Background: an optimization exercise with open tools, aiming at small area and a short achievable clock period. Do not read the settings as production practice. RTL that was checked went through simulation tests only; none was proved equivalent to the original.

==> branch xenon: inputs <==
==> flow/design.v (excerpt) <==
module Lorenz_Encryptor_Top (
    input wire clk,
    input wire rst,
    input wire [7:0]  s_axis_key_tdata,    
    input wire        s_axis_key_tvalid,   
    output wire       s_axis_key_tready,   
    output wire [7:0] m_axis_key_tdata,    
    output wire       m_axis_key_tvalid,   
    input wire        m_axis_key_tready,   
    input wire [7:0]  s_axis_pixel_tdata,   
    input wire        s_axis_pixel_tvalid,  
    output wire       s_axis_pixel_tready,  
    output wire [7:0] m_axis_pixel_tdata,   
    output wire       m_axis_pixel_tvalid,  
    input wire        m_axis_pixel_tready,  
    output wire done
);
Settings: LEC_CHECK=0, ABC_AREA=1, CAP_MARGIN=20, CORE_MARGIN=2, CORE_UTILIZATION=40, SLEW_MARGIN=20; clock period 22.0 ns.
run.sh (not shown) runs the stock make flow with config.mk's settings and CLKGATE_MAP_FILE= SYNTH_SCRIPT=/design/flow/synth_recipe.tcl, a recipe that flattens the netlist after the stock synthesis.
==> inputs of branch harbor, as changes to branch xenon <==
- CORE_UTILIZATION: 40 -> 60
==> notes <==
Of branch xenon and branch harbor, branch xenon has the higher worst setup slack (gap 140 ps).
Against branch harbor, the core utilization of branch xenon is lower by 20 points.
Sequential cell count is the same in branch harbor and branch xenon.
Of branch xenon and branch harbor, branch xenon has the higher register-to-register slack (gap 140 ps).
Of branch xenon and branch harbor, branch harbor has the higher global-route usage (gap 19 points).
No run of this note included a check of the RTL's function; only the layout flow was run.

==> amber: inputs <==
Another version of the RTL of Lorenz_Encryptor_Top (not shown whole).
export LEC_CHECK = 0
export ABC_AREA = 1
export CAP_MARGIN = 20
export CORE_MARGIN = 2
export CORE_UTILIZATION = 33
export SLEW_MARGIN = 20
export SYNTH_HIERARCHICAL = 1
export SYNTH_MINIMUM_KEEP_SIZE = 0
create_clock -name core_clock -period 22.0 [get_ports {clk}]
standard.sh (not shown) runs the stock make flow with config.mk's settings and CLKGATE_MAP_FILE= SYNTH_SCRIPT=/design/flow/synth_recipe.tcl, a recipe that flattens the netlist after the stock synthesis.
==> flow/flow/run.sh <==
#!/bin/bash
# The standard layout (standard synthesis included), with the timing
# repair steps aiming at a setup slack of SETUP_SLACK_MARGIN ns instead of 0.
# The make output goes to flow_standard.log; each step's own log is under orfs/logs.
set -uo pipefail
bash standard.sh SETUP_SLACK_MARGIN=11.5 TNS_END_PERCENT=0 finish > flow_standard.log 2>&1
==> inputs of quartz, as changes to amber <==
--- a/flow/flow/run.sh
+++ b/flow/flow/run.sh
@@ -5,2 +5,2 @@
 set -uo pipefail
-bash standard.sh SETUP_SLACK_MARGIN=11.5 TNS_END_PERCENT=0 finish > flow_standard.log 2>&1
+bash standard.sh SETUP_SLACK_MARGIN=12 TNS_END_PERCENT=10 finish > flow_standard.log 2>&1
--- a/flow/config.mk
+++ b/flow/config.mk
@@ -10,3 +10,3 @@
 export CORE_MARGIN = 2
-export CORE_UTILIZATION = 33
+export CORE_UTILIZATION = 40
 export SLEW_MARGIN = 20
==> inputs of pepper, as changes to amber <==
--- a/flow/config.mk
+++ b/flow/config.mk
@@ -10,3 +10,3 @@
 export CORE_MARGIN = 2
-export CORE_UTILIZATION = 33
+export CORE_UTILIZATION = 40
 export SLEW_MARGIN = 20
==> notes <==
The lowest first-iteration DRC count belongs to quartz, the highest to amber.
The highest utilization belongs to quartz, the lowest to amber.
Register-to-register slack: quartz > pepper > amber.
Hold slack: amber < pepper < quartz.
In synthesized cell count, quartz and pepper do not differ.
Via count, lowest first: amber, pepper, quartz.

==> trial 39: inputs <==
Lorenz_Encryptor_Top again, from the RTL that the note above started with.
==> flow/config.mk <==
export PLATFORM = sky130hd
export DESIGN_NAME = Lorenz_Encryptor_Top
export DESIGN_NICKNAME = Lorenz_Encryptor_Top
export VERILOG_FILES = /design/flow/design.v
export SDC_FILE = /design/flow/constraint.sdc
export NUM_CORES = 4
export LEC_CHECK = 0
export ABC_AREA = 1
export CAP_MARGIN = 20
export CORE_MARGIN = 2
export CORE_UTILIZATION = 40
export SLEW_MARGIN = 20
export SYNTH_HIERARCHICAL = 1
export SYNTH_MINIMUM_KEEP_SIZE = 0
==> flow/constraint.sdc <==
create_clock -name core_clock -period 22.0 [get_ports {clk}]
set_input_delay 4.4000 -clock core_clock [delete_from_list [all_inputs] [get_ports {clk}]]
set_output_delay 4.4000 -clock core_clock [all_outputs]
set_load 0.01 [all_outputs]
==> flow/flow/run.sh <==
#!/bin/bash
# The standard layout (standard synthesis included), with the timing
# repair steps aiming at a setup slack of SETUP_SLACK_MARGIN ns instead of 0.
# The make output goes to flow_standard.log; each step's own log is under orfs/logs.
set -uo pipefail
bash standard.sh SETUP_SLACK_MARGIN=11 TNS_END_PERCENT=10 SKIP_INCREMENTAL_REPAIR=1 finish > flow_standard.log 2>&1
==> trial 20: changes against trial 39 <==
--- a/flow/flow/run.sh
+++ b/flow/flow/run.sh
@@ -5,2 +5,2 @@
 set -uo pipefail
-bash standard.sh SETUP_SLACK_MARGIN=11 TNS_END_PERCENT=10 SKIP_INCREMENTAL_REPAIR=1 finish > flow_standard.log 2>&1
+bash standard.sh SETUP_SLACK_MARGIN=11 TNS_END_PERCENT=10 finish > flow_standard.log 2>&1
==> trial 59: changes against trial 39 <==
--- a/flow/flow/run.sh
+++ b/flow/flow/run.sh
@@ -5,2 +5,2 @@
 set -uo pipefail
-bash standard.sh SETUP_SLACK_MARGIN=11 TNS_END_PERCENT=10 SKIP_INCREMENTAL_REPAIR=1 finish > flow_standard.log 2>&1
+bash standard.sh SETUP_SLACK_MARGIN=10 TNS_END_PERCENT=10 finish > flow_standard.log 2>&1
==> build 50: changes against trial 39 <==
--- a/flow/flow/run.sh
+++ b/flow/flow/run.sh
@@ -5,2 +5,2 @@
 set -uo pipefail
-bash standard.sh SETUP_SLACK_MARGIN=11 TNS_END_PERCENT=10 SKIP_INCREMENTAL_REPAIR=1 finish > flow_standard.log 2>&1
+bash standard.sh SETUP_SLACK_MARGIN=11.5 TNS_END_PERCENT=0 finish > flow_standard.log 2>&1
--- a/flow/config.mk
+++ b/flow/config.mk
@@ -10,3 +10,3 @@
 export CORE_MARGIN = 2
-export CORE_UTILIZATION = 40
+export CORE_UTILIZATION = 50
 export SLEW_MARGIN = 20
==> flow_summary.yaml <==
floorplan:
  die_x_um: 428
  std_cell_rows: 155
  design.core.area_um2: 178000
global_route:
  grt_max_degree: 117
  grt_use_met2_pct: 54.9
  track_usage_pct: 38.6
finish:
  utilization_pct: 55.9
  nNetsFinal: 11403
critical_path:
  r2r_cells: 36
timing:
  period_share_pct: 53.0
  finalWorstSetupSlack_ns: 10.33
outcome:
  outcome: "no timing/DRC/antenna violations"
clock_tree:
  cts_resized: 655
  clkTransAtPathRegs_ns: 0.07
the above is filed under build 50

==> flow_summary.yaml <==
timing:
  period_share_pct: 53.2
  finalWorstSetupSlack_ns: 10.29
global_route:
  grt_use_met2_pct: 44.6
  grt_max_degree: 122
  track_usage_pct: 30.3
outcome:
  outcome: "no timing/DRC/antenna violations"
logic_synthesis:
  yosysSeqAreaShare_pct: 6.53
  synth_compound_area_share_pct: 11.8
route:
  drt-vias-per-instance: 6.27
clock_tree:
  clkTransAtPathRegs_ns: 0.05
floorplan:
  design.core.area_um2: 223000
  die_x_um: 478
critical_path:
  r2r_start: "lorenz_inst.x[31]"
the above is filed under trial 39

==> flow_summary.yaml <==
outcome:
  outcome: "no timing/DRC/antenna violations"
clock_tree:
  clkTransAtPathRegs_ns: 0.06
floorplan:
  die_x_um: 478
  std_cell_rows: 173
global_route:
  grt_use_met2_pct: 44.6
  grt_max_degree: 122
finish:
  utilization_pct: 45.8
the above is filed under trial 20

==> flow_summary.yaml <==
outcome:
  outcome: "no timing/DRC/antenna violations"
finish:
  nNetsFinal: 11354
  utilization_pct: 44.5
global_route:
  grt_max_degree: 122
clock_tree:
  clkTransAtPathRegs_ns: 0.07
timing:
  period_share_pct: 54.2
  finalWorstSetupSlack_ns: 10.07
floorplan:
  die_x_um: 478
  design.core.area_um2: 223000
the above is filed under trial 59


==> try-indigo: inputs <==
Lorenz_Encryptor_Top again, from the RTL that the note above started with.
export LEC_CHECK = 0
export ABC_AREA = 1
export CAP_MARGIN = 20
export CORE_MARGIN = 2
export CORE_UTILIZATION = 40
export SLEW_MARGIN = 20
export SYNTH_HIERARCHICAL = 1
export SYNTH_MINIMUM_KEEP_SIZE = 0
create_clock -name core_clock -period 22.0 [get_ports {clk}]
==> flow/flow/run.sh <==
#!/bin/bash
# The standard layout (standard synthesis included), with the timing
# repair steps aiming at a setup slack of SETUP_SLACK_MARGIN ns instead of 0.
# The make output goes to flow_standard.log; each step's own log is under orfs/logs.
set -uo pipefail
bash standard.sh SETUP_SLACK_MARGIN=11 TNS_END_PERCENT=0 finish > flow_standard.log 2>&1
==> inputs of try-cedar, as changes to try-indigo <==
--- a/flow/flow/run.sh
+++ b/flow/flow/run.sh
@@ -5,2 +5,2 @@
 set -uo pipefail
-bash standard.sh SETUP_SLACK_MARGIN=11 TNS_END_PERCENT=0 finish > flow_standard.log 2>&1
+bash standard.sh SETUP_SLACK_MARGIN=10.5 TNS_END_PERCENT=0 finish > flow_standard.log 2>&1
==> comparison table <==
quantity                                                              try-cedar               try-indigo
Proportion of layout cells with a drive suffix above 1                    14.0%                    12.8%
Transition time at the pin with the least slew margin                   1.07 ns                  1.09 ns
Worst-case hold slack                                                  0.470 ns                 0.468 ns
# diodes                                                                      6                        3
Crit path buffers/inverters                                                   5                        7
Initial DRC Count                                                          9337                     9365
Routed vias/inst                                                           6.25                     6.25
Number of fillers in the final layout                                     20638                    20741
Status                                                  complete, no violations  complete, no violations
Launch point of the worst path                              lorenz_inst.bone[2]        lorenz_inst.x[25]
Post-CTS Setup Repair Bufs                                                  134                      146
Met3 Wirelength                                                        47600 um                 44700 um

## what the ideal ports hide
How much do the figures lean on ideal ports? The routed layouts below were timed once more, with nothing changed but the port constraints. Step 1 assumes that a clkbuf_16 drives the clock port and a buf_2 every other input. Step 2 also shifts input and output timing later by t, the mid clock arrival at the registers, as if the neighbouring blocks saw the same clock. a / b / c = ideal ports / drivers / drivers and shift; a / b = the first two.
run | shift t [ns] | slack for setup (ns) | worst setup path after step 2
branch xenon | 0.653 | 6.724 / 6.724 / 6.724 | register to register
branch harbor | 0.707 | 6.585 / 6.585 / 6.585 | register to register
amber | 0.754 | 10.353 / 10.353 / 10.353 | register to register
quartz | 0.734 | 10.414 / 10.414 / 10.414 | register to register
pepper | 0.712 | 10.384 / 10.384 / 10.384 | register to register
trial 39 | 0.703 | 10.294 / 10.294 / 10.294 | register to register
trial 20 | 0.706 | 10.531 / 10.531 / 10.531 | register to register
trial 59 | 0.712 | 10.072 / 10.072 / 10.072 | register to register
build 50 | 0.762 | 10.329 / 10.329 / 10.329 | register to register
try-indigo | 0.706 | 10.420 / 10.420 / 10.420 | register to register
try-cedar | 0.730 | 10.479 / 10.479 / 10.479 | register to register
After both steps setup and hold are still met in every run listed.
